Context: an optimization exercise on an open-source flow, tuned for small area, a short achievable clock period and few clock cycles. The choices shown serve that exercise and are no tape-out recipe.
In this exercise RTL edits were held to simulation tests only and were not proved equivalent to the original.
No activity file was given, so power comes from the tool's default toggle rates.

### flow/flow/run.sh
#!/bin/bash
set -euo pipefail
bash standard.sh BUFFER_PORTS_ARGS="-buffer_cell sky130_fd_sc_hd__buf_4" finish > make.log 2>&1
### flow/standard.sh
#!/bin/bash
# synth_recipe.tcl (not shown) runs the flow's synth.tcl, then flattens the netlist and writes it again
# the make line also repeats each setting of config.mk as NAME=value (left out here)
make -C /OpenROAD-flow-scripts/flow DESIGN_CONFIG=/design/flow/config.mk WORK_HOME=/design/flow/orfs CLKGATE_MAP_FILE= SYNTH_SCRIPT=/design/flow/synth_recipe.tcl "${@:-finish}"
### flow/config.mk
export PLATFORM = sky130hd
export DESIGN_NAME = dcache
export DESIGN_NICKNAME = dcache
export VERILOG_FILES = /design/flow/design.v
export SDC_FILE = /design/flow/constraint.sdc
export NUM_CORES = 4
export LEC_CHECK = 0
export CAP_MARGIN = 20
export CORE_MARGIN = 2
export CORE_UTILIZATION = 60
export CTS_BUF_LIST = sky130_fd_sc_hd__clkbuf_16
export CTS_CLUSTER_DIAMETER = 60
export CTS_CLUSTER_SIZE = 25
export SETUP_SLACK_MARGIN = 4.5
export SLEW_MARGIN = 20
### flow/constraint.sdc
create_clock -name core_clock -period 9.0 [get_ports {clk}]
set_input_delay 1.8000 -clock core_clock [delete_from_list [all_inputs] [get_ports {clk}]]
set_output_delay 1.8000 -clock core_clock [all_outputs]
set_load 0.01 [all_outputs]
### flow/design.v
module simple_ram (
	input             clk   ,
	input             sel   ,  
	input             f_en  ,
	input      [ 6:0] f_idx ,
	input             c_en1 ,
	input             c_en0 ,
	input      [ 6:0] c_idx ,
	input      [ 3:0] c_sel ,
	input      [31:0] w_data,
	input      [ 4:0] r_idx ,  
	output     [127:0] r_data  
);
	wire [31:0] q [0:127];
	genvar i, b;
	generate
		for (i = 0; i < 128; i = i + 1) begin : word
			reg [31:0] d;
			wire f_hit = f_en && (f_idx == i);
			wire c_hit1 = c_en1 && (c_idx == i);
			wire c_hit0 = c_en0 && (c_idx == i);
			for (b = 0; b < 4; b = b + 1) begin : byte_
				wire en = sel ? f_hit || (c_hit1 && c_sel[b]) : c_hit0 && c_sel[b];
				always @(posedge clk)
					if (en)
						d[8*b+7:8*b] <= w_data[8*b+7:8*b];
			end
			assign q[i] = d;
		end
		for (i = 0; i < 4; i = i + 1) begin : way
			assign r_data[32*i+31:32*i] = q[{i[1:0], r_idx}];
		end
	endgenerate
endmodule
module cache (
	input         clk           ,
	input         rst           ,
	input  [ 1:0] rw_flag       ,
	input  [31:0] addr          ,
	input  [31:0] write_data    ,
	input  [ 3:0] write_mask    ,
	output [31:0] read_data     ,
	output        busy          ,
	output        done          ,
	output [ 1:0] mem_rw_flag   ,
	output [31:0] mem_addr      ,
	output [31:0] mem_write_data,
	output [ 3:0] mem_write_mask,
	input  [31:0] mem_read_data ,
	input         mem_done
);
	function [1:0] mru_way;
		input [7:0] a;   
		reg [1:0] am0, am1;
		reg [1:0] m0, m1;
		begin
			m0  = (a[1:0] < a[3:2]) ? 2'd0 : 2'd1;
			am0 = (a[1:0] < a[3:2]) ? a[1:0] : a[3:2];
			m1  = (a[5:4] < a[7:6]) ? 2'd2 : 2'd3;
			am1 = (a[5:4] < a[7:6]) ? a[5:4] : a[7:6];
			mru_way = (am0 < am1) ? m0 : m1;
		end
	endfunction
	function [1:0] lru_way;
		input [7:0] a;
		reg [1:0] al0, al1;
		reg [1:0] l0, l1;
		begin
			l0  = (a[1:0] >= a[3:2]) ? 2'd0 : 2'd1;
			al0 = (a[1:0] >= a[3:2]) ? a[1:0] : a[3:2];
			l1  = (a[5:4] >= a[7:6]) ? 2'd2 : 2'd3;
			al1 = (a[5:4] >= a[7:6]) ? a[5:4] : a[7:6];
			lru_way = (al0 >= al1) ? l0 : l1;
		end
	endfunction
	function [7:0] aged;
		input [7:0] a;
		input [3:0] u;
		integer k;
		begin
			for (k = 0; k < 4; k = k + 1)
				aged[2*k +: 2] = u[k] ? 2'd0 : a[2*k +: 2] + 2'd1;
		end
	endfunction
	function [1:0] enc4;
		input [3:0] oh;
		enc4 = {oh[3] | oh[2], oh[3] | oh[1]};
	endfunction
	reg         req_v;       
	reg         req_w;
	reg  [31:2] req_addr;
	reg  [31:0] req_wdata;
	reg  [ 3:0] req_mask;
	reg  [ 3:0] req_hit;     
	reg  [ 1:0] req_victim;  
	reg         req_vupd;    
	reg         rsel;        
	reg         rr;          
	reg         req_sent;    
	reg         req_unf;     
	reg         done_r;
	reg  [ 3:0] sel_q;       
	reg  [127:0] word_q;     
	reg  [15:0] valid;       
	reg  [31:0] age;         
	reg         fill_active;
	reg  [31:5] fill_line;
	reg  [ 1:0] fill_way;
	reg  [ 2:0] fill_crit;
	reg  [ 2:0] fill_cur;    
	reg  [ 2:0] fill_next;   
	reg  [ 2:0] fill_rem;    
	reg  [ 7:0] filled;
	reg         mo;          
	reg         mo_read;     
	reg  [ 1:0] wb_cnt;
	reg  [31:2] wb0_addr, wb1_addr;
	reg  [31:0] wb0_data, wb1_data;
	reg  [ 3:0] wb0_mask, wb1_mask;
	wire        rd_in   = rw_flag[0];
	wire        wr_in   = rw_flag[1];
	wire [ 1:0] set_in  = addr[6:5];
	wire [ 2:0] word_in = addr[4:2];
	wire [24:0] tag_q [0:15];
	wire [15:0] match;       
	wire [ 3:0] set_oh  = 4'b0001 << set_in;
	wire [ 3:0] hit_in;
	genvar gi;
	generate
		for (gi = 0; gi < 16; gi = gi + 1) begin : cmp
			assign match[gi] = valid[gi] && tag_q[gi] == addr[31:7];
		end
		for (gi = 0; gi < 4; gi = gi + 1) begin : sel
			assign hit_in[gi] = |(match[4*gi +: 4] & set_oh);
		end
	endgenerate
	wire        hit_any_in = |hit_in;
	wire        arr_now   = mem_done && mo_read;    
	wire        infill_in = fill_active && set_in == fill_line[6:5] && hit_in[fill_way];
	wire        unf_in    = infill_in && !filled[word_in];
	wire        match_in  = mo_read && word_in == fill_cur;  
	wire [ 1:0] req_set   = req_addr[6:5];
	wire [ 2:0] req_word  = req_addr[4:2];
	wire        req_hany  = |req_hit;
	wire        req_wmatch = fill_cur == req_word;
	wire        memfree   = !mo || mem_done;
	wire        fill_more = fill_rem != 3'd0;
	wire        wb_any    = wb_cnt != 2'd0;
	wire        wr_ok     = req_v && req_w && !(req_hany && req_unf);
	wire        wr_go0    = wr_ok && (req_sent || wb_cnt != 2'd2 || (!fill_more && !mo));
	wire        wr_go1    = wr_ok && (req_sent || wb_cnt != 2'd2 || !fill_more) && !(req_hany && mo_read);
	wire        wr_go     = mem_done ? wr_go1 : wr_go0;
	wire        mem_idle  = !fill_more && !wb_any;    
	wire        iss_fill  = fill_more && mem_done;
	wire        iss_wb    = !fill_more && wb_any && memfree;
	wire        iss_wreq  = mem_idle && memfree && wr_go && !req_sent;
	wire        iss_win   = mem_idle && memfree && wr_in && !req_v;
	wire        iss_miss  = mem_idle && req_v && !req_w && !req_hany && memfree;
	wire        push      = wr_go && !iss_wreq && !req_sent;
	wire        miss_rdy  = mem_idle && req_v && !req_w && !req_hany;
	wire        wb_rdy    = !fill_more && wb_any;
	wire        wr_rdy1   = mem_idle && wr_go1 && !req_sent;
	wire        wr_rdy0   = mem_idle && wr_go0 && !req_sent;
	wire        win_rdy   = mem_idle && !req_v;
	assign mem_rw_flag[0] = mem_done ? fill_more || miss_rdy : !mo && miss_rdy;
	assign mem_rw_flag[1] = (mem_done ? wb_rdy || wr_rdy1 : !mo && (wb_rdy || wr_rdy0)) ||
	                        (wr_in && win_rdy && (mem_done || !mo));
	assign mem_addr       = fill_more ? {fill_line, fill_next, 2'b00} :
	                        wb_any    ? {wb0_addr, 2'b00} :
	                        req_v     ? {req_addr, 2'b00} : {addr[31:2], 2'b00};
	assign mem_write_data = wb_any ? wb0_data : req_v ? req_wdata : write_data;
	assign mem_write_mask = wb_any ? wb0_mask : req_v ? req_mask : write_mask;
	wire        byp1      = rsel && req_wmatch && mo_read;
	wire        byp       = byp1 && mem_done;
	wire        rsel_d    = rst ? 1'b0 :
	                        (rd_in || wr_in) ? rd_in && hit_any_in && unf_in && !(mem_done && match_in) :
	                        iss_miss ? 1'b1 : byp ? 1'b0 : rsel;
	wire        wr_hit_go = wr_go && req_hany;
	wire [ 4:0] in_idx    = {set_in, word_in};
	wire        raw_in    = wr_hit_go && in_idx == req_addr[6:2];
	wire        rd_fast   = rd_in && hit_any_in && !unf_in && !raw_in;
	assign done      = done_r || (mem_done ? (wr_go1 || byp1) : wr_go0);
	assign read_data = rsel ? mem_read_data :
	                   ({32{sel_q[0]}} & word_q[ 31: 0]) |
	                   ({32{sel_q[1]}} & word_q[ 63:32]) |
	                   ({32{sel_q[2]}} & word_q[ 95:64]) |
	                   ({32{sel_q[3]}} & word_q[127:96]);
	assign busy      = 1'b0;
	wire [31:0] ram_wdata = arr_now ? mem_read_data : req_wdata;
	wire [127:0] ram_q;
	simple_ram ram (
		.clk   (clk      ),
		.sel   (mem_done ),
		.f_en  (mo_read  ),
		.f_idx ({fill_way, fill_line[6:5], fill_cur}),
		.c_en1 (wr_go1 && req_hany),
		.c_en0 (wr_go0 && req_hany),
		.c_idx ({enc4(req_hit), req_set, req_word}),
		.c_sel (req_mask ),
		.w_data(ram_wdata),
		.r_idx (rr ? req_addr[6:2] : in_idx),
		.r_data(ram_q    )
	);
	always @(posedge clk) begin
		word_q <= ram_q;
		sel_q  <= (rr ? req_hit : hit_in) & {4{!rsel_d}};
	end
	wire [ 7:0] a_in    = age[8*set_in +: 8];
	wire [ 1:0] mru_in  = mru_way(a_in);
	wire [ 1:0] lru_in  = lru_way(a_in);
	wire [ 3:0] nmru_in = ~(4'b0001 << mru_in);
	wire [ 3:0] use_w   = {4{rd_in}} & hit_in & nmru_in;   
	wire        use_hit = |use_w;
	wire [ 1:0] victim  = req_victim;
	wire        use_vic = iss_miss && req_vupd;
	wire [ 7:0] a_req   = age[8*req_set +: 8];
	integer s;
	always @(posedge clk) begin
		if (rst) begin
			valid <= 16'd0;
			age   <= 32'd0;
		end else begin
			for (s = 0; s < 4; s = s + 1)
				if (set_oh[s] && use_hit)
					age[8*s +: 8] <= aged(a_in, use_w);
			if (use_vic)
				age[8*req_set +: 8] <= aged(a_req, 4'b0001 << victim);
			if (iss_miss)
				valid[{victim, req_set}] <= 1'b1;
		end
	end
	generate
		for (gi = 0; gi < 16; gi = gi + 1) begin : tags
			reg [24:0] t;
			always @(posedge clk)
				if (iss_miss && {victim, req_set} == gi)
					t <= req_addr[31:7];
			assign tag_q[gi] = t;
		end
	endgenerate
	always @(posedge clk) begin
		rsel <= rsel_d;
		if (rst) begin
			req_v  <= 1'b0;
			done_r <= 1'b0;
			rr     <= 1'b0;
		end else begin
			done_r <= rd_fast || rr;
			if (rd_in || wr_in) begin
				req_v <= !rd_fast;
				rr    <= rd_in && hit_any_in && ((unf_in && mem_done && match_in) || (!unf_in && raw_in));
			end else begin
				if (byp || wr_go || rr)
					req_v <= 1'b0;
				rr <= 1'b0;
			end
		end
		if (rd_in || wr_in)
			req_unf    <= unf_in && !(mem_done && match_in);
		else if (arr_now && req_wmatch)
			req_unf    <= 1'b0;
		if (rd_in || wr_in) begin
			req_w      <= wr_in;
			req_sent   <= iss_win;
			req_addr   <= addr[31:2];
			req_wdata  <= write_data;
			req_mask   <= write_mask;
			req_hit    <= hit_in;
			req_victim <= lru_in;
			req_vupd   <= lru_in != mru_in;
		end else if (iss_miss)
			req_hit    <= 4'b0001 << victim;
	end
	always @(posedge clk) begin
		if (rst) begin
			fill_active <= 1'b0;
			fill_rem    <= 3'd0;
			mo          <= 1'b0;
			mo_read     <= 1'b0;
		end else begin
			if (iss_miss) begin
				fill_active <= 1'b1;
				fill_line   <= req_addr[31:5];
				fill_way    <= victim;
				fill_crit   <= req_word;
				fill_cur    <= req_word;
				fill_next   <= (req_word == 3'd0) ? 3'd1 : 3'd0;
				fill_rem    <= 3'd7;
				filled      <= 8'd0;
			end else if (arr_now) begin
				filled[fill_cur] <= 1'b1;
				if (fill_more) begin
					fill_cur  <= fill_next;
					fill_next <= (fill_next + 3'd1 == fill_crit) ? fill_next + 3'd2 : fill_next + 3'd1;
					fill_rem  <= fill_rem - 3'd1;
				end else
					fill_active <= 1'b0;
			end
			if (iss_fill || iss_miss || iss_wb || iss_wreq || iss_win) begin
				mo      <= 1'b1;
				mo_read <= iss_fill || iss_miss;
			end else if (mem_done) begin
				mo      <= 1'b0;
				mo_read <= 1'b0;
			end
		end
	end
	always @(posedge clk) begin
		if (rst)
			wb_cnt <= 2'd0;
		else
			wb_cnt <= wb_cnt + {1'b0, push} - {1'b0, iss_wb};
		if (iss_wb) begin
			wb0_addr <= (push && wb_cnt == 2'd1) ? req_addr  : wb1_addr;
			wb0_data <= (push && wb_cnt == 2'd1) ? req_wdata : wb1_data;
			wb0_mask <= (push && wb_cnt == 2'd1) ? req_mask  : wb1_mask;
		end else if (push && wb_cnt == 2'd0) begin
			wb0_addr <= req_addr;
			wb0_data <= req_wdata;
			wb0_mask <= req_mask;
		end
		if (push && (iss_wb ? wb_cnt == 2'd2 : wb_cnt == 2'd1)) begin
			wb1_addr <= req_addr;
			wb1_data <= req_wdata;
			wb1_mask <= req_mask;
		end
	end
endmodule
module dcache (
	input         clk           ,
	input         rst           ,
	input  [ 1:0] rw_flag       ,
	input  [31:0] addr          ,
	input  [31:0] write_data    ,
	input  [ 3:0] write_mask    ,
	output [31:0] read_data     ,
	output        busy          ,
	output        done          ,
	output [ 1:0] mem_rw_flag   ,
	output [31:0] mem_addr      ,
	output [31:0] mem_write_data,
	output [ 3:0] mem_write_mask,
	input  [31:0] mem_read_data ,
	input         mem_done
);
	cache dcache0 (
		.clk           (clk           ),
		.rst           (rst           ),
		.rw_flag       (rw_flag       ),
		.addr          (addr          ),
		.write_data    (write_data    ),
		.write_mask    (write_mask    ),
		.read_data     (read_data     ),
		.busy          (busy          ),
		.done          (done          ),
		.mem_rw_flag   (mem_rw_flag   ),
		.mem_addr      (mem_addr      ),
		.mem_write_data(mem_write_data),
		.mem_write_mask(mem_write_mask),
		.mem_read_data (mem_read_data ),
		.mem_done      (mem_done      )
	);
endmodule
==> results_dict.tcl, run 1 <==
set metrics [dict create \
    cp_slowest_cell "or4_4" \
    netlist_instances 11300 \
    portBuffers 203 \
    relSlewSlack_pct 18.0 \
    antenna_left 0 \
    fin_crit_ns 5.05 \
    whs_ns 0.470 \
    skew_ns 0.0720 \
    setup_viol 0 \
    criticalPathCategory "primary input to primary output" \
    cts_tree "built" \
    routed_wl_um 694000 \
    syn_avg_cell_area_um2 16.6 \
    cts_hold_buf 0 \
    grt_overflow 0 \
    multi_input_area_mm2 0.0399 \
    cp_data_required_time_ns 7.20 \
    syn_to_final_growth_pct 11.3 \
    cts.path.max_buffers 4 \
    clock.fmax_ghz 0.198 \
    wl_per_cell_um 43.3 \
    io_pins 209 \
    place_hpwl_um 405000 \
    die-width_um 564 \
    report.final.slew_viol_count 0 \
    p_leak_nw 68.4 \
    placementRows 205 \
    synth_edf_count 4750 \
    core_mm2 0.312 \
    min_path_type "register to register" \
    grt_max_degree 117 \
    dieArea_mm2 0.318 \
    drt_iter0_drc 23200 \
    cts_root_buf "clkbuf_16" \
    ff_latch_area_mm2 0.146 \
    setup_tns_ns 0 \
    async_flop_share_pct 0 \
    instances_no_fill 16000 \
    synth_seq_cells 4942 \
    dr.pass1.iters 7 \
    yosysUniqueCellTypes 55 \
    endpoint_kind "primary output" \
    grt_antenna_before_repair 37 \
    layout_common_cells "edfxtp_1 (4750), a22oi_1 (1113), nand2_1 (752), buf_4 (617), a22o_1 (470)" \
    period_share_pct 56.1 \
    cp_max_fo 5 \
    clock_latency_ns 1.01 \
    status "finished clean" \
    maxCapViolations 0 \
    fillers 20900 \
    grt_pass1_vias 110000 \
    power.density_mw_per_mm2 217 \
    grt_usage_pct 43.1 \
    via_per_inst 7.51 \
    fin_nets 11700 \
    dp_cells 15300 \
    cp.arrival_ns 3.25 \
    cp_slowest_stage_delay_ns 0.45 \
    drive_above_1_share_pct 14.1 \
    crit_chain "buf_16 > nand2_4 > or4_4 > inv_2 > nand2_2 > buf_4 > nand3b_1 > buf_6" \
    path_clk_slew_ns 0.10 \
    htree_levels 5 \
    crit_path_start_kind "primary input" \
    drc 0 \
    clock-sinks 4942 \
    post-route-util_pct 67.2 \
    vdd_drop_max_mv 0.211 \
    tightestPinTransition_ns 1.23 \
    globalplace.congestion 1.03 \
    synth_ff_type "edfxtp_1" \
    initial_core_util_pct 60.3 \
    vias 120000 \
    grt_pass1_wl_um 928000 \
    synth_area_mm2 0.188 \
    die_h_um 564 \
    ys_seq_area_share_pct 77.8 \
    mostFrequentLayoutCell "edfxtp_1" \
    ys_warn_count 2 \
    rsz0062_at_grt "true" \
    finalHoldViolCount 0 \
    numCtsBuffers 309 \
]
worst paths after layout:
| path | start | to | slack [ns] | cells past startpoint |
|---|---|---|---|---|
| worst max register to register | dcache0.fill_cur[2]$_DFFE_PP_ | dcache0.req_v$_SDFFE_PP0P_ | 4.08 | 32 |
| worst min register to register | dcache0.ram.word[0].d[23]$_DFFE_PP_ | dcache0.word_q[23]$_DFF_P_ | 0.47 | 1 |
| worst min-delay path | dcache0.ram.word[0].d[23]$_DFFE_PP_ | dcache0.word_q[23]$_DFF_P_ | 0.47 | 1 |
| worst max-delay path | mem_done | done | 3.95 | 8 |
state kept, by name, indices dropped and copies added (netlist names), 8 cells and up:
signal              count
dcache0.age            32
dcache0.wb1_addr       30
dcache0.word_q        128
dcache0.valid          16
dcache0.req_wdata      32
dcache0.filled          8
dcache0.wb0_data       32
dcache0.wb0_addr       30
dcache0.tags.t        400
dcache0.fill_line      27
dcache0.req_addr       30
dcache0.wb1_data       32
dcache0.ram.word.d   4096
layer usage:
layer | GRT usage [%] | vias up | wire [um]
li1 | - | 46600 | -
met1 | 61.2 | 61300 | 247000
met2 | 62.8 | 10700 | 300000
met3 | 13.0 | 1816 | 112000
met4 | 17.4 | 30 | 35900
met5 | 0 | - | 253
critical path, delay by kind of cell:
family	cells	cell delay [ns]
and+or+nand+nor	4	0.90
buffers and inverters	4	0.53
synth_stat cells (115+ instances only):
cell / n / area (um2)
o22ai_1: 260 / 1630
o21ai_0: 172 / 861
a22o_1: 470 / 4120
xor2_1: 198 / 1730
a21o_1: 195 / 1460
a221oi_1: 469 / 4110
nor2_1: 226 / 848
mux2_2: 131 / 1480
xnor2_1: 237 / 2080
nand3_1: 292 / 1460
a21oi_1: 115 / 576
clkbuf_1: 511 / 1920
buf_1: 184 / 691
a22oi_1: 1142 / 8570
dfxtp_1: 192 / 3840
nand2_1: 799 / 3000
nand4_1: 303 / 1900
edfxtp_1: 4750 / 143000
repair_timing:
action / 4_1_cts / 5_1_grt
setup buffers: 59 / 86
pin swaps: 42 / 51
endpoints found under the hold margin: 0 / 0
endpoints found under the setup margin: 209 / 810
gates cloned: 5 / 4
gates resized for setup: 181 / 117
power by group:
part / total, mW / switching, mW / leakage (nW) / internal (mW)
sequential: 26.2 / 0.246 / 44.4 / 26.0
combinational: 3.64 / 2.51 / 18.7 / 1.12
clock: 15.7 / 8.45 / 5.37 / 7.23
final cells by class:
type	count	share of cell area (%)
diodes	25	0.0299
clock inverters	256	1.39
clock buffers	314	3.75
inverters	40	0.0746
well taps	4140	2.47
multi-input cells	5572	19.0
repair buffers	740	3.31
flip-flops and latches	4942	69.9
kinds of logic after synthesis:
logic type      after synthesis  share of synthesized area [%]
compound gates             2956                           11.9
xor+xnor                    435                           2.02
fa+ha+maj                    27                          0.180
buf+inv                     806                           1.70
flops                      4942                           77.8
mux                         254                           1.56
other cells                   1                        0.00199
simple gates               1897                           4.78
per-stage QoR:
step / area [um2] / power [mW] / setup WS [ns]
2_1_floorplan: 188000 / 28.4 / 4.23
3_3_place_gp: 196000 / 29.9 / 2.99
3_5_place_dp: 196000 / 30.0 / 2.91
4_1_cts: 208000 / 45.3 / 4.15
5_1_grt: 209000 / 46.5 / 3.92
6_report: 210000 / 45.5 / 3.95
Testbench counts, summed over its fixed seeds: cycles 132,549.
==> inputs of run 2 (changes only) <==
--- a/flow/design.v
+++ b/flow/design.v
@@ -119,4 +119,20 @@
 	reg  [ 3:0] wb0_mask, wb1_mask;
+	reg         t_wg0;       
+	reg         t_wg1;       
+	reg         t_byp;       
+	reg         t_miss;      
+	reg         t_f1;        
+	reg         t_f0;        
+	reg         t_w1;        
+	reg         t_w0;        
+	reg         t_i1;        
+	reg         t_i0;        
+	reg         t_wb1;       
+	reg         t_wb0;       
+	reg         t_wr1;       
+	reg         t_wr0;       
+	reg  [ 3:0] t_src;       
 	wire        rd_in   = rw_flag[0];
 	wire        wr_in   = rw_flag[1];
+	wire        pres    = rd_in || wr_in;
 	wire [ 1:0] set_in  = addr[6:5];
@@ -143,37 +159,25 @@
 	wire [ 2:0] req_word  = req_addr[4:2];
-	wire        req_hany  = |req_hit;
 	wire        req_wmatch = fill_cur == req_word;
-	wire        memfree   = !mo || mem_done;
 	wire        fill_more = fill_rem != 3'd0;
-	wire        wb_any    = wb_cnt != 2'd0;
-	wire        wr_ok     = req_v && req_w && !(req_hany && req_unf);
-	wire        wr_go0    = wr_ok && (req_sent || wb_cnt != 2'd2 || (!fill_more && !mo));
-	wire        wr_go1    = wr_ok && (req_sent || wb_cnt != 2'd2 || !fill_more) && !(req_hany && mo_read);
-	wire        wr_go     = mem_done ? wr_go1 : wr_go0;
-	wire        mem_idle  = !fill_more && !wb_any;    
+	wire        wr_go     = mem_done ? t_wg1 : t_wg0;
 	wire        iss_fill  = fill_more && mem_done;
-	wire        iss_wb    = !fill_more && wb_any && memfree;
-	wire        iss_wreq  = mem_idle && memfree && wr_go && !req_sent;
-	wire        iss_win   = mem_idle && memfree && wr_in && !req_v;
-	wire        iss_miss  = mem_idle && req_v && !req_w && !req_hany && memfree;
+	wire        iss_miss  = t_miss && (mem_done || !mo);
+	wire        iss_wb    = mem_done ? t_wb1 : t_wb0;
+	wire        iss_wreq  = mem_done ? t_wr1 : t_wr0;
+	wire        iss_win   = wr_in && (mem_done ? t_i1 : t_i0);
 	wire        push      = wr_go && !iss_wreq && !req_sent;
-	wire        miss_rdy  = mem_idle && req_v && !req_w && !req_hany;
-	wire        wb_rdy    = !fill_more && wb_any;
-	wire        wr_rdy1   = mem_idle && wr_go1 && !req_sent;
-	wire        wr_rdy0   = mem_idle && wr_go0 && !req_sent;
-	wire        win_rdy   = mem_idle && !req_v;
-	assign mem_rw_flag[0] = mem_done ? fill_more || miss_rdy : !mo && miss_rdy;
-	assign mem_rw_flag[1] = (mem_done ? wb_rdy || wr_rdy1 : !mo && (wb_rdy || wr_rdy0)) ||
-	                        (wr_in && win_rdy && (mem_done || !mo));
-	assign mem_addr       = fill_more ? {fill_line, fill_next, 2'b00} :
-	                        wb_any    ? {wb0_addr, 2'b00} :
-	                        req_v     ? {req_addr, 2'b00} : {addr[31:2], 2'b00};
-	assign mem_write_data = wb_any ? wb0_data : req_v ? req_wdata : write_data;
-	assign mem_write_mask = wb_any ? wb0_mask : req_v ? req_mask : write_mask;
-	wire        byp1      = rsel && req_wmatch && mo_read;
-	wire        byp       = byp1 && mem_done;
-	wire        rsel_d    = rst ? 1'b0 :
-	                        (rd_in || wr_in) ? rd_in && hit_any_in && unf_in && !(mem_done && match_in) :
-	                        iss_miss ? 1'b1 : byp ? 1'b0 : rsel;
-	wire        wr_hit_go = wr_go && req_hany;
+	assign mem_rw_flag[0] = mem_done ? t_f1 : t_f0;
+	assign mem_rw_flag[1] = (mem_done ? t_w1 : t_w0) || (wr_in && (mem_done ? t_i1 : t_i0));
+	assign mem_addr       = {({30{t_src[0]}} & {fill_line, fill_next}) |
+	                         ({30{t_src[1]}} & wb0_addr) |
+	                         ({30{t_src[2]}} & req_addr) |
+	                         ({30{t_src[3]}} & addr[31:2]), 2'b00};
+	assign mem_write_data = ({32{t_src[1]}} & wb0_data) |
+	                        ({32{t_src[2]}} & req_wdata) |
+	                        ({32{t_src[3]}} & write_data);
+	assign mem_write_mask = ({4{t_src[1]}} & wb0_mask) |
+	                        ({4{t_src[2]}} & req_mask) |
+	                        ({4{t_src[3]}} & write_mask);
+	wire        byp       = t_byp && mem_done;
+	wire        wr_hit_go = wr_go && |req_hit;
 	wire [ 4:0] in_idx    = {set_in, word_in};
@@ -181,3 +185,3 @@
 	wire        rd_fast   = rd_in && hit_any_in && !unf_in && !raw_in;
-	assign done      = done_r || (mem_done ? (wr_go1 || byp1) : wr_go0);
+	assign done      = done_r || (mem_done ? t_wg1 || t_byp : t_wg0);
 	assign read_data = rsel ? mem_read_data :
@@ -188,2 +192,46 @@
 	assign busy      = 1'b0;
+	wire        req_v_d    = rst ? 1'b0 : pres ? !rd_fast : (byp || wr_go || rr) ? 1'b0 : req_v;
+	wire        req_w_d    = pres ? wr_in : req_w;
+	wire        req_sent_d = pres ? iss_win : req_sent;
+	wire [ 2:0] req_word_d = pres ? word_in : req_word;
+	wire [ 3:0] req_hit_d  = pres ? hit_in : iss_miss ? 4'b0001 << req_victim : req_hit;
+	wire        req_unf_d  = pres ? unf_in && !(mem_done && match_in) :
+	                         (arr_now && req_wmatch) ? 1'b0 : req_unf;
+	wire        rsel_d     = rst ? 1'b0 :
+	                         pres ? rd_in && hit_any_in && unf_in && !(mem_done && match_in) :
+	                         iss_miss ? 1'b1 : byp ? 1'b0 : rsel;
+	wire [ 2:0] fill_rem_d = rst ? 3'd0 : iss_miss ? 3'd7 :
+	                         (arr_now && fill_more) ? fill_rem - 3'd1 : fill_rem;
+	wire [ 2:0] fill_cur_d = iss_miss ? req_word : (arr_now && fill_more) ? fill_next : fill_cur;
+	wire        iss_any    = iss_fill || iss_miss || iss_wb || iss_wreq || iss_win;
+	wire        mo_d       = rst ? 1'b0 : iss_any ? 1'b1 : mem_done ? 1'b0 : mo;
+	wire        mo_read_d  = rst ? 1'b0 : iss_any ? iss_fill || iss_miss : mem_done ? 1'b0 : mo_read;
+	wire [ 1:0] wb_cnt_d   = rst ? 2'd0 : wb_cnt + {1'b0, push} - {1'b0, iss_wb};
+	wire        n_more  = fill_rem_d != 3'd0;
+	wire        n_wbany = wb_cnt_d != 2'd0;
+	wire        n_wbok  = wb_cnt_d != 2'd2;
+	wire        n_hany  = |req_hit_d;
+	wire        n_idle  = !n_more && !n_wbany;
+	wire        n_wrok  = req_v_d && req_w_d && !(n_hany && req_unf_d);
+	wire        n_wg0   = n_wrok && (req_sent_d || n_wbok || (!n_more && !mo_d));
+	wire        n_wg1   = n_wrok && (req_sent_d || n_wbok || !n_more) && !(n_hany && mo_read_d);
+	wire        n_miss  = n_idle && req_v_d && !req_w_d && !n_hany;
+	wire        n_wbrdy = !n_more && n_wbany;
+	always @(posedge clk) begin
+		t_wg0  <= n_wg0;
+		t_wg1  <= n_wg1;
+		t_byp  <= rsel_d && fill_cur_d == req_word_d && mo_read_d;
+		t_miss <= n_miss;
+		t_f1   <= n_more || n_miss;
+		t_f0   <= !mo_d && n_miss;
+		t_wb1  <= n_wbrdy;
+		t_wb0  <= n_wbrdy && !mo_d;
+		t_wr1  <= n_idle && n_wg1 && !req_sent_d;
+		t_wr0  <= n_idle && n_wg0 && !req_sent_d && !mo_d;
+		t_w1   <= n_wbrdy || (n_idle && n_wg1 && !req_sent_d);
+		t_w0   <= !mo_d && (n_wbrdy || (n_idle && n_wg0 && !req_sent_d));
+		t_i1   <= n_idle && !req_v_d;
+		t_i0   <= n_idle && !req_v_d && !mo_d;
+		t_src  <= n_more ? 4'b0001 : n_wbany ? 4'b0010 : req_v_d ? 4'b0100 : 4'b1000;
+	end
 	wire [31:0] ram_wdata = arr_now ? mem_read_data : req_wdata;
@@ -195,4 +243,4 @@
 		.f_idx ({fill_way, fill_line[6:5], fill_cur}),
-		.c_en1 (wr_go1 && req_hany),
-		.c_en0 (wr_go0 && req_hany),
+		.c_en1 (t_wg1 && |req_hit),
+		.c_en0 (t_wg0 && |req_hit),
 		.c_idx ({enc4(req_hit), req_set, req_word}),
@@ -241,5 +289,9 @@
 	always @(posedge clk) begin
-		rsel <= rsel_d;
+		req_v    <= req_v_d;
+		req_w    <= req_w_d;
+		req_sent <= req_sent_d;
+		req_hit  <= req_hit_d;
+		req_unf  <= req_unf_d;
+		rsel     <= rsel_d;
 		if (rst) begin
-			req_v  <= 1'b0;
 			done_r <= 1'b0;
@@ -248,18 +300,6 @@
 			done_r <= rd_fast || rr;
-			if (rd_in || wr_in) begin
-				req_v <= !rd_fast;
-				rr    <= rd_in && hit_any_in && ((unf_in && mem_done && match_in) || (!unf_in && raw_in));
-			end else begin
-				if (byp || wr_go || rr)
-					req_v <= 1'b0;
-				rr <= 1'b0;
-			end
-		end
-		if (rd_in || wr_in)
-			req_unf    <= unf_in && !(mem_done && match_in);
-		else if (arr_now && req_wmatch)
-			req_unf    <= 1'b0;
-		if (rd_in || wr_in) begin
-			req_w      <= wr_in;
-			req_sent   <= iss_win;
+			rr     <= pres && rd_in && hit_any_in &&
+			          ((unf_in && mem_done && match_in) || (!unf_in && raw_in));
+		end
+		if (pres) begin
 			req_addr   <= addr[31:2];
@@ -267,40 +307,26 @@
 			req_mask   <= write_mask;
-			req_hit    <= hit_in;
 			req_victim <= lru_in;
 			req_vupd   <= lru_in != mru_in;
-		end else if (iss_miss)
-			req_hit    <= 4'b0001 << victim;
+		end
 	end
 	always @(posedge clk) begin
-		if (rst) begin
+		fill_rem <= fill_rem_d;
+		fill_cur <= fill_cur_d;
+		mo       <= mo_d;
+		mo_read  <= mo_read_d;
+		if (rst)
 			fill_active <= 1'b0;
-			fill_rem    <= 3'd0;
-			mo          <= 1'b0;
-			mo_read     <= 1'b0;
-		end else begin
-			if (iss_miss) begin
-				fill_active <= 1'b1;
-				fill_line   <= req_addr[31:5];
-				fill_way    <= victim;
-				fill_crit   <= req_word;
-				fill_cur    <= req_word;
-				fill_next   <= (req_word == 3'd0) ? 3'd1 : 3'd0;
-				fill_rem    <= 3'd7;
-				filled      <= 8'd0;
-			end else if (arr_now) begin
-				filled[fill_cur] <= 1'b1;
-				if (fill_more) begin
-					fill_cur  <= fill_next;
-					fill_next <= (fill_next + 3'd1 == fill_crit) ? fill_next + 3'd2 : fill_next + 3'd1;
-					fill_rem  <= fill_rem - 3'd1;
-				end else
-					fill_active <= 1'b0;
-			end
-			if (iss_fill || iss_miss || iss_wb || iss_wreq || iss_win) begin
-				mo      <= 1'b1;
-				mo_read <= iss_fill || iss_miss;
-			end else if (mem_done) begin
-				mo      <= 1'b0;
-				mo_read <= 1'b0;
-			end
+		else if (iss_miss) begin
+			fill_active <= 1'b1;
+			fill_line   <= req_addr[31:5];
+			fill_way    <= victim;
+			fill_crit   <= req_word;
+			fill_next   <= (req_word == 3'd0) ? 3'd1 : 3'd0;
+			filled      <= 8'd0;
+		end else if (arr_now) begin
+			filled[fill_cur] <= 1'b1;
+			if (fill_more)
+				fill_next <= (fill_next + 3'd1 == fill_crit) ? fill_next + 3'd2 : fill_next + 3'd1;
+			else
+				fill_active <= 1'b0;
 		end
@@ -308,6 +334,3 @@
 	always @(posedge clk) begin
-		if (rst)
-			wb_cnt <= 2'd0;
-		else
-			wb_cnt <= wb_cnt + {1'b0, push} - {1'b0, iss_wb};
+		wb_cnt <= wb_cnt_d;
 		if (iss_wb) begin
--- a/flow/config.mk
+++ b/flow/config.mk
@@ -9,3 +9,3 @@
 export CORE_MARGIN = 2
-export CORE_UTILIZATION = 60
+export CORE_UTILIZATION = 50
 export CTS_BUF_LIST = sky130_fd_sc_hd__clkbuf_16
==> run 2 against run 1 <==
Net effect:
- still clean on timing, DRC and antenna
- die area increased by 20%
- non-clock buffer count decreased by 154
- via count decreased by 2.7%
- fmax increased by 9.0%
- sequential share of layout area decreased by 0.18 points
- utilization decreased by 11 points
- wire length decreased by 2.9%
- critical path type is now register to register
- largest power group unchanged
- highest routed layer unchanged
==> results_dict.tcl, run 2 <==
set metrics [dict create \
    power.share.clock_pct 36.4 \
    placementRows 225 \
    placed_cell_area_mm2 0.197 \
    syn_to_final_growth_pct 11.8 \
    cp.depth 9 \
    vdd_drop_max_mv 0.150 \
    grt_pass1_vias 109000 \
    p_sw_share_pct 25.4 \
    skew_ns 0.0770 \
    cp_data_required_time_ns 9.91 \
    grt_overflow 0 \
    core_mm2 0.375 \
    crit_chain "nor2_1 > a21oi_1 > buf_4 > nor2_4 > buf_4 > buf_4 > a222oi_1 > nand4_1 > a2111o_1" \
    synth_area_leader_cell "edfxtp_1" \
    crit_family "simple AND/OR/NAND/NOR gates" \
    dp_cells 15700 \
    die-width_um 617 \
    period_share_pct 51.5 \
    fin_nets 11200 \
    tightestPinTransition_ns 1.26 \
    cts_tree "built" \
    setup_tns_ns 0 \
    synth_seq_cells 4960 \
    criticalPathCategory "register to register" \
    io_pins 209 \
    regMostFlops "dcache0.ram.word.d" \
    fillers 28400 \
    clock.fmax_ghz 0.216 \
    met2_usage_pct 52.6 \
    vias 117000 \
    cts_root_buf "clkbuf_16" \
    portBuffers 203 \
    design_area_mm2 0.210 \
    p_switching_mw 12.0 \
    cp_slowest_cell "nor2_1" \
    dr.pass1.iters 8 \
    globalplace.congestion 0.913 \
    met3_usage_pct 8.39 \
    grt_usage_pct 34.6 \
    grt_antenna_before_repair 21 \
    initial_core_util_pct 50.1 \
    via_per_inst 7.16 \
    mostFrequentLayoutCell "edfxtp_1" \
    synthTopCellsByCount "edfxtp_1 (4740), a22oi_1 (1154), clkbuf_1 (490), nand4_1 (443), a22o_1 (382)" \
    p_int_mw 35.3 \
    dieArea_mm2 0.381 \
    ys_seq_area_share_pct 78.0 \
    setup_viol 0 \
    yosys.area.top_type_share_pct 75.6 \
    pwr-share-comb_pct 7.7 \
    layout_common_cells "edfxtp_1 (4740), a22oi_1 (1119), buf_4 (523), nand4_1 (443), a22o_1 (382)" \
    drt_iter0_drc 20700 \
    instances_no_fill 16400 \
    cts_hold_buf 0 \
    antenna_left 0 \
    crit_path_start_kind "register" \
    status "finished clean" \
    grt_pass1_wl_um 909000 \
    drive_above_1_share_pct 14.4 \
    min_path_type "register to register" \
    wl_per_cell_um 41.2 \
    cp_slowest_stage_delay_ns 0.86 \
    largest_reg_flops 4096 \
    path_clk_slew_ns 0.09 \
    yosysMostFrequentCell "edfxtp_1" \
    syn_avg_cell_area_um2 17.3 \
    whs_ns 0.439 \
    finalHoldViolCount 0 \
    endpoint_kind "register" \
    die_h_um 617 \
    setup_ws_ns 4.37 \
    yosysUniqueCellTypes 82 \
    cp.arrival_ns 5.54 \
    reg2reg_depth 9 \
    place_hpwl_um 391000 \
    synthTopCellsByArea "edfxtp_1 (76%), a22oi_1 (4.6%), dfxtp_1 (2.3%), a22o_1 (1.8%), a221oi_1 (1.8%)" \
    clock_latency_ns 1.03 \
    post-route-util_pct 56.1 \
    place_ws_ns 3.12 \
    cpMostUsedCell "buf_4" \
    drc 0 \
    maxCapViolations 0 \
    use_met1_pct 49.0 \
    reg_top3 "dcache0.ram.word.d (4096), dcache0.tags.t (400), dcache0.word_q (128)" \
    cp_max_fo 23 \
    fin_crit_ns 4.63 \
    synth_ff_type "edfxtp_1" \
    synth_area_mm2 0.188 \
    timing.critical_path.buf_inv 3 \
    clock-sinks 4960 \
    ys_warn_count 2 \
    rsz0062_at_grt "true" \
    hold_depth 1 \
    synth_edf_count 4740 \
    p_total_mw 47.4 \
    grt_max_degree 123 \
    relSlewSlack_pct 16.3 \
    grt_busiest_layer "met2" \
    report.final.slew_viol_count 0 \
    p_leak_nw 68.4 \
    pwr-share-seq_pct 55.9 \
    routed_wl_um 674000 \
    htree_levels 5 \
    cts.path.max_buffers 4 \
    async_flop_share_pct 0 \
    netlist_instances 10900 \
    numCtsBuffers 348 \
    power.density_mw_per_mm2 225 \
]
[run 2: cell types whose count changed after synthesis, sizes merged, moves of 73 or more]
cell	delta
o21ai	-162
a21o	+185
o31ai	+89
a222oi	+164
a22o	-88
nand2	-478
a221oi	-88
nand4	+140
nand3	-220
mux2i	-73
a2111o	+101
[run 2: worst paths after layout]
path	from	endpoint	slack (ns)
worst min-delay path	dcache0.ram.word[32].d[15]$_DFFE_PP_	dcache0.word_q[47]$_DFF_P_	0.44
worst min register to register	dcache0.ram.word[32].d[15]$_DFFE_PP_	dcache0.word_q[47]$_DFF_P_	0.44
worst max-delay path	dcache0.req_addr[2]$_DFFE_PN_	dcache0.word_q[109]$_DFF_P_	4.37
worst max register to register	dcache0.req_addr[2]$_DFFE_PN_	dcache0.word_q[109]$_DFF_P_	4.37
[run 2: routing by layer]
layer  wire length [um]  vias up
met1             252000    60700
met4              28600       12
met3              92700     1457
li1                   -    45600
met2             301000     9312
met5                 80        -
[run 2: what timing repair did]
| item | CTS | global route |
|---|---|---|
| buffers inserted | 11 | 6 |
| setup endpoints to repair | 130 | 80 |
| resized for setup | 91 | 22 |
| pin swaps | 30 | 10 |
| cloned | 3 | 0 |
[run 2: final cells by class]
cell class | instances | area [um2] | area share [%]
antenna | 7 | 17.5 | 0.00832
clock buffer | 348 | 8710 | 4.14
clock inverter | 302 | 3760 | 1.79
inverter | 71 | 272 | 0.129
multi-input combinational | 5087 | 39600 | 18.8
sequential | 4960 | 147000 | 69.7
tap | 4994 | 6250 | 2.97
timing repair buffer | 586 | 5100 | 2.42
[run 2: cells by family after synthesis]
family                   synth area share [%]
flip-flops                               78.0
AO/OA/AOI/OAI                            13.1
AND/OR/NAND/NOR                          3.51
buffers and inverters                    1.89
XOR/XNOR                                 2.04
multiplexers                             1.29
adder cells (fa/ha/maj)                 0.180
other                                 0.00199
[run 2: worst reg2reg max path: cells and delay by family (launching register included)]
family                 cells  cell delay [ns]
and+or+nand+nor            3             2.07
buffers and inverters      3             1.22
DFF                        1             0.77
AOI/OAI and AO/OA          3             0.52
[run 2: power groups by stage]
stage / clock (mW) / combinational [mW] / sequential (mW)
2_1_floorplan: 0 / 1.90 / 26.8
3_3_place_gp: 0 / 3.31 / 27.0
3_5_place_dp: 0 / 3.39 / 27.1
4_1_cts: 17.3 / 3.51 / 26.5
5_1_grt: 18.1 / 3.80 / 26.5
6_report: 17.2 / 3.63 / 26.5
Testbench counts of run 2, summed over its fixed seeds: cycles 132,549.
==> inputs of run 3 (changes only) <==
--- a/flow/config.mk
+++ b/flow/config.mk
@@ -13,3 +13,3 @@
 export CTS_CLUSTER_SIZE = 25
-export SETUP_SLACK_MARGIN = 4.5
+export SETUP_SLACK_MARGIN = 4.7
 export SLEW_MARGIN = 20
==> run 3 against run 2 <==
Net effect:
- still clean on timing, DRC and antenna
- final cell count up 0.64%
- total power up 1.4%
- sequential power about the same
- first-iteration DRC count up 8.2%
- register-to-register slack better by 0.25 ns
- setup slack gained 0.024 ns
- clock skew shrank 0.015 ns
- utilization increased by 0.62 points
- design area is 1.1% higher
- critical path depth fell by 3
- critical endpoint is now read_data[20]
- largest power group unchanged
==> results_dict.tcl, run 3 <==
set metrics [dict create \
    synth_seq_cells 4960 \
    regMostFlops "dcache0.ram.word.d" \
    largest_reg_flops 4096 \
    vdd_drop_max_mv 0.216 \
    tightestPinTransition_ns 1.28 \
    cts_hold_buf 0 \
    grt_pass1_vias 110000 \
    ff2ff_setup_slack_ns 4.62 \
    endpoint_kind "primary output" \
    reg2reg_depth 5 \
    synthTopCellsByCount "edfxtp_1 (4740), a22oi_1 (1154), clkbuf_1 (490), nand4_1 (443), a22o_1 (382)" \
    mostFrequentLayoutCell "edfxtp_1" \
    placed_cell_area_mm2 0.197 \
    drc 0 \
    portBuffers 203 \
    htree_levels 5 \
    power.density_mw_per_mm2 226 \
    fin_nets 11300 \
    grt_antenna_before_repair 29 \
    multi_input_area_mm2 0.0401 \
    synth_ff_type "edfxtp_1" \
    crit_path_end "read_data[20]" \
    clock_latency_ns 1.04 \
    initial_core_util_pct 50.1 \
    antenna_left 0 \
    synth_area_leader_cell "edfxtp_1" \
    io_pins 209 \
    dr.pass1.iters 10 \
    cts_root_buf "clkbuf_16" \
    r2r-end "dcache0.ram.word[58].d[3]$_DFFE_PP_" \
    synth_area_mm2 0.188 \
    clock-sinks 4960 \
    period_share_pct 51.2 \
    criticalPathCategory "register to primary output" \
    p_leak_nw 69.3 \
    setup_viol 0 \
    cp_slowest_cell "dfxtp_4" \
    relSlewSlack_pct 14.5 \
    layout_common_cells "edfxtp_1 (4740), a22oi_1 (1087), buf_4 (494), nand4_1 (443), a22o_1 (382)" \
    cts.path.max_buffers 4 \
    placementRows 225 \
    crit_path_start_kind "register" \
    dieArea_mm2 0.381 \
    yosys.area.top_type_share_pct 75.6 \
    ff_latch_area_mm2 0.147 \
    r2r-start "dcache0.fill_way[0]$_DFFE_PP_" \
    timing.critical_path.from "dcache0.sel_q[3]$_DFF_P_" \
    reg_top3 "dcache0.ram.word.d (4096), dcache0.tags.t (400), dcache0.word_q (128)" \
    setup_tns_ns 0 \
    drive_above_1_share_pct 15.7 \
    cts_tree "built" \
    grt_overflow 0 \
    netlist_instances 10900 \
    via_per_inst 7.25 \
    numCtsBuffers 358 \
    path_clk_slew_ns 0.09 \
    grt_max_degree 186 \
    fin_crit_ns 4.61 \
    place_ws_ns 2.91 \
    ys_seq_area_share_pct 78.0 \
    die_h_um 617 \
    crit_chain "buf_16 > buf_12 > a22oi_2 > nand2_4 > mux2_4 > buf_6" \
    fillers 28300 \
    cp_max_fo 7 \
    vias 119000 \
    die-width_um 617 \
    routed_wl_um 702000 \
    grt_pass1_wl_um 938000 \
    report.final.slew_viol_count 0 \
    post-route-util_pct 56.7 \
    yosysUniqueCellTypes 82 \
    grt_usage_pct 35.9 \
    cp_data_required_time_ns 7.20 \
    cp_slowest_stage_delay_ns 0.37 \
    globalplace.congestion 0.955 \
    skew_ns 0.0616 \
    setup_ws_ns 4.39 \
    clock.fmax_ghz 0.217 \
    status "finished clean" \
    wl_per_cell_um 42.7 \
    yosysMostFrequentCell "edfxtp_1" \
    maxCapViolations 0 \
    finalHoldViolCount 0 \
    rsz0062_at_grt "true" \
    syn_avg_cell_area_um2 17.3 \
    cp.arrival_ns 2.81 \
    synthTopCellsByArea "edfxtp_1 (76%), a22oi_1 (4.6%), dfxtp_1 (2.3%), a22o_1 (1.8%), a221oi_1 (1.8%)" \
    drt_iter0_drc 22400 \
    synth_edf_count 4740 \
    syn_to_final_growth_pct 13.1 \
    core_mm2 0.375 \
    place_hpwl_um 403000 \
    min_path_type "register to register" \
    design_area_mm2 0.213 \
    ys_warn_count 2 \
    async_flop_share_pct 0 \
]
[run 3: cell counts after synthesis]
Identical to the previous run, type by type.
[run 3: layout make-up]
type / instances / share of cell area [%]
sequential: 4960 / 69.0
multi-input combinational: 5090 / 18.8
clock buffer: 364 / 4.28
timing repair buffer: 641 / 2.97
tap: 4994 / 2.94
clock inverter: 304 / 1.84
inverter: 71 / 0.128
antenna: 35 / 0.0412
[run 3: critical path: cells and delay by family, from the launching register on]
| family | cells | cell delay, ns |
|---|---|---|
| muxes | 1 | 0.34 |
| DFF | 1 | 0.37 |
| and+or+nand+nor | 1 | 0.25 |
| buffers and inverters | 3 | 0.50 |
| AOI/OAI and AO/OA | 1 | 0.31 |
[run 3: cells by family after synthesis]
kind of cell | after synthesis | synth area share [%]
AO/OA/AOI/OAI | 3123 | 13.1
XOR/XNOR | 436 | 2.04
adder cells (fa/ha/maj) | 27 | 0.180
buffers and inverters | 852 | 1.89
flip-flops | 4960 | 78.0
multiplexers | 201 | 1.29
other | 1 | 0.00199
AND/OR/NAND/NOR | 1297 | 3.51
[run 3: per-stage QoR]
step           hold WS, ns  cells  total power, mW
2_1_floorplan        0.424  10900             28.7
3_3_place_gp         0.438  15700             30.4
3_5_place_dp         0.442  15700             30.5
4_1_cts              0.465  16400             48.0
5_1_grt              0.464  16400             49.1
6_report             0.447  16500             48.0
[run 3: worst min-delay path by stage]
stage / start / endpoint / cells past startpoint
final: dcache0.ram.word[32].d[5]$_DFFE_PP_ / dcache0.word_q[37]$_DFF_P_ / 1
after detailed placement: dcache0.ram.word[64].d[31]$_DFFE_PP_ / dcache0.word_q[95]$_DFF_P_ / 1
after floorplan: dcache0.req_victim[0]$_DFFE_PN_ / dcache0.fill_way[0]$_DFFE_PP_ / 0
after global routing: dcache0.ram.word[32].d[5]$_DFFE_PP_ / dcache0.word_q[37]$_DFF_P_ / 1
after CTS: dcache0.ram.word[32].d[5]$_DFFE_PP_ / dcache0.word_q[37]$_DFF_P_ / 1
after global placement: dcache0.ram.word[64].d[20]$_DFFE_PP_ / dcache0.word_q[84]$_DFF_P_ / 1
[run 3: power by group]
group / internal (mW) / leakage, nW / switching, mW / total (mW)
registers: 26.1 / 44.5 / 0.356 / 26.5
clock network: 8.46 / 6.35 / 9.28 / 17.7
logic: 1.11 / 18.4 / 2.70 / 3.81
[run 3: per-layer routing]
metal | vias to the layer above | track usage, % | wire (um)
met5 | - | 0.101 | 230
met4 | 18 | 14.5 | 36600
met3 | 1812 | 10.0 | 101000
met2 | 10200 | 54.4 | 311000
met1 | 61500 | 49.4 | 254000
li1 | 45800 | - | -
[run 3: timing repair]
item                                    4_1_cts  5_1_grt
gates resized for setup                     233       69
buffers inserted                             47       25
pin swaps                                    58       42
cloned                                       12        2
endpoints found under the setup margin      320      208
==> inputs of run 4 (changes only) <==
--- a/flow/config.mk
+++ b/flow/config.mk
@@ -12,4 +12,4 @@
 export CTS_CLUSTER_DIAMETER = 60
-export CTS_CLUSTER_SIZE = 25
-export SETUP_SLACK_MARGIN = 4.7
+export CTS_CLUSTER_SIZE = 30
+export SETUP_SLACK_MARGIN = 4.5
 export SLEW_MARGIN = 20
==> run 4 against run 3 <==
Net effect:
- clock-buffer cell count decreased by 17
- sequential cell count unchanged
- synthesized area unchanged
- sequential share of layout area increased by 0.69 points
- global-route usage decreased by 1.4 points
- via count decreased by 1.9%
- combinational power decreased by 5%
- utilization decreased by 0.56 points
- setup slack improved by 0.014 ns
- first-iteration DRC count decreased by 6.9%
- critical path depth decreased by 1
- critical path type unchanged
- largest power group unchanged
==> results_dict.tcl, run 4 <==
set metrics [dict create \
    mostFrequentLayoutCell "edfxtp_1" \
    htree_levels 5 \
    setup_tns_ns 0 \
    setup_ws_ns 4.41 \
    antenna_left 0 \
    async_flop_share_pct 0 \
    grt_max_degree 123 \
    report.final.slew_viol_count 0 \
    p_int_mw 35.5 \
    r2r-end "dcache0.word_q[73]$_DFF_P_" \
    core_mm2 0.375 \
    min_path_type "register to register" \
    synthTopCellsByArea "edfxtp_1 (76%), a22oi_1 (4.6%), dfxtp_1 (2.3%), a22o_1 (1.8%), a221oi_1 (1.8%)" \
    routed_wl_um 674000 \
    ys_seq_area_share_pct 78.0 \
    grt_overflow 0 \
    globalplace.congestion 0.913 \
    synth_ff_type "edfxtp_1" \
    post-route-util_pct 56.1 \
    maxCapViolations 0 \
    p_sw_share_pct 25.5 \
    power.density_mw_per_mm2 226 \
    place_hpwl_um 391000 \
    place_ws_ns 3.12 \
    yosysMostFrequentCell "edfxtp_1" \
    largest_reg_flops 4096 \
    regMostFlops "dcache0.ram.word.d" \
    period_share_pct 51.1 \
    synth_area_leader_cell "edfxtp_1" \
    p_leak_nw 68.4 \
    cp.arrival_ns 2.79 \
    layout_common_cells "edfxtp_1 (4740), a22oi_1 (1123), buf_4 (520), nand4_1 (443), a22o_1 (382)" \
    reg2reg_depth 9 \
    setup_viol 0 \
    portBuffers 203 \
    dieArea_mm2 0.381 \
    placementRows 225 \
    instances_no_fill 16300 \
    criticalPathCategory "register to primary output" \
    design_area_mm2 0.211 \
    ys_warn_count 2 \
    power.share.clock_pct 36.8 \
    yosys.area.top_type_share_pct 75.6 \
    synth_edf_count 4740 \
    placed_cell_area_mm2 0.197 \
    cp_data_required_time_ns 7.20 \
    finalHoldViolCount 0 \
    clock.fmax_ghz 0.218 \
    pwr-share-seq_pct 55.6 \
    syn_to_final_growth_pct 12.0 \
    synth_area_mm2 0.188 \
    dp_cells 15700 \
    ff2ff_setup_slack_ns 4.43 \
    drive_above_1_share_pct 14.4 \
    endpoint_kind "primary output" \
    vdd_drop_max_mv 0.178 \
    clock_latency_ns 1.01 \
    cts_root_buf "clkbuf_16" \
    grt_pass1_wl_um 908000 \
    tightestPinTransition_ns 1.27 \
    pwr-share-comb_pct 7.6 \
    clock-sinks 4960 \
    crit_path_start_kind "register" \
    path_clk_slew_ns 0.10 \
    initial_core_util_pct 50.1 \
    cts.path.max_buffers 4 \
    io_pins 209 \
    timing.critical_path.from "dcache0.sel_q[3]$_DFF_P_" \
    fin_crit_ns 4.59 \
    cp_max_fo 24 \
    r2r-start "dcache0.req_addr[2]$_DFFE_PN_" \
    rsz0062_at_grt "true" \
    synthTopCellsByCount "edfxtp_1 (4740), a22oi_1 (1154), clkbuf_1 (490), nand4_1 (443), a22o_1 (382)" \
    die-width_um 617 \
    dr.pass1.iters 11 \
    grt_usage_pct 34.5 \
    vias 117000 \
    netlist_instances 10900 \
    skew_ns 0.0741 \
    via_per_inst 7.16 \
    relSlewSlack_pct 15.4 \
    yosysUniqueCellTypes 82 \
    crit_path_end "read_data[14]" \
    grt_pass1_vias 108000 \
    p_switching_mw 12.1 \
    cts_hold_buf 0 \
    syn_avg_cell_area_um2 17.3 \
    status "finished clean" \
    wl_per_cell_um 41.2 \
    drt_iter0_drc 20800 \
    synth_seq_cells 4960 \
    fin_nets 11200 \
    cts_tree "built" \
    numCtsBuffers 343 \
    reg_top3 "dcache0.ram.word.d (4096), dcache0.tags.t (400), dcache0.word_q (128)" \
    die_h_um 617 \
    drc 0 \
    grt_antenna_before_repair 23 \
]
-- run 4: cell count changes in the layout (fill, tap and decap cells not counted), moves of 24 or more --
cell,delta
buf_6,-28
a22oi_1,+36
buf_4,+26
mux2_4,-26
inv_8,-24
diode_2,-28
a22oi_2,-36
mux2_2,+26
-- run 4: worst min path at each step --
stage,startpoint,to,slack (ns),cells after the start
6_report,dcache0.ram.word[96].d[30]$_DFFE_PP_,dcache0.word_q[126]$_DFF_P_,0.46,1
5_1_grt,dcache0.ram.word[96].d[11]$_DFFE_PP_,dcache0.word_q[107]$_DFF_P_,0.48,1
4_1_cts,dcache0.ram.word[0].d[23]$_DFFE_PP_,dcache0.word_q[23]$_DFF_P_,0.46,1
3_5_place_dp,dcache0.ram.word[32].d[29]$_DFFE_PP_,dcache0.word_q[61]$_DFF_P_,0.45,1
3_3_place_gp,dcache0.ram.word[32].d[8]$_DFFE_PP_,dcache0.word_q[40]$_DFF_P_,0.44,1
2_1_floorplan,dcache0.req_victim[0]$_DFFE_PN_,dcache0.fill_way[0]$_DFFE_PP_,0.42,0
-- run 4: cell families (layout without fill, tap and decap cells) --
family / after synthesis / in the layout / share of synthesized area, %
adder cells (fa/ha/maj): 27 / 27 / 0.180
other: 1 / 10 / 0.00199
XOR/XNOR: 436 / 436 / 2.04
flip-flops: 4960 / 4960 / 78.0
AO/OA/AOI/OAI: 3123 / 3123 / 13.1
AND/OR/NAND/NOR: 1297 / 1297 / 3.51
buffers and inverters: 852 / 1298 / 1.89
multiplexers: 201 / 201 / 1.29
-- run 4: metrics by stage --
stage / hold WS, ns / power, mW
6_report: 0.464 / 47.6
5_1_grt: 0.479 / 48.7
4_1_cts: 0.460 / 47.6
3_5_place_dp: 0.445 / 30.4
3_3_place_gp: 0.440 / 30.4
2_1_floorplan: 0.424 / 28.7
-- run 4: power groups by stage --
stage / Combinational [mW] / Clock [mW] / Sequential [mW]
3_5_place_dp: 3.39 / 0 / 27.1
2_1_floorplan: 1.90 / 0 / 26.8
5_1_grt: 3.80 / 18.4 / 26.5
3_3_place_gp: 3.31 / 0 / 27.0
6_report: 3.63 / 17.5 / 26.5
4_1_cts: 3.46 / 17.6 / 26.5
-- run 4: area by class of cell --
class	count	area, um2
Antenna cell	7	17.5
Clock buffer	347	8680
Clock inverter	296	4050
Fill cell	28400	165000
Inverter	71	272
Multi-Input combinational cell	5087	39600
Sequential cell	4960	147000
Tap cell	4994	6250
Timing Repair Buffer	584	5080
-- run 4: critical path, stage by stage, from the launching register on --
cell,delay (ns)
dfxtp_4,0.43
buf_12,0.22
a22oi_2,0.41
nand2_2,0.24
mux2_2,0.33
buf_4,0.15
-- run 4: routing by layer --
layer / vias to the layer above / wire length (um) / track usage, %
met2: 9140 / 301000 / 52.4
met4: 12 / 28400 / 12.0
li1: 45600 / - / -
met3: 1430 / 91800 / 8.35
met5: - / 73 / 0.0505
met1: 60900 / 253000 / 49.0
-- run 4: repair_timing --
item,CTS,global route
endpoints found under the hold margin,0,0
setup endpoints to repair,127,75
pin swaps,25,10
setup buffers,9,7
resized for setup,88,22
gates cloned,3,0

static timing again, ports no longer ideal:
The results above use ideal ports. As a check the final layouts listed here were re-extracted and re-timed, cells and wires unchanged.
Step 1 (the two cells are an assumption about what drives the block):
set clk [get_ports {clk}]
set_driving_cell -lib_cell sky130_fd_sc_hd__clkbuf_16 $clk
set_driving_cell -lib_cell sky130_fd_sc_hd__buf_2 [delete_from_list [all_inputs] $clk]
Step 2 times the ports against the registers' clock, not the clock port: input delays grow and output delays shrink by t, the midpoint of the rising clock arrivals with the driver on.
Slacks: ideal ports / drivers / drivers and shift; pairs: ideal ports / drivers.
run | t, ns | setup slack, ns | worst setup path at the end
run 1 | 1.069 | 3.953 / 3.532 / 2.569 | input to register
run 2 | 1.095 | 4.368 / 4.176 / 3.442 | input to register
run 3 | 1.104 | 4.391 / 4.204 / 3.556 | input to register
run 4 | 1.077 | 4.405 / 4.179 / 3.500 | input to register
After both steps every run listed still meets setup and hold. For run 1, which loses most, drivers alone change the setup slack by -0.421 ns; drivers and shift together by -1.384 ns.
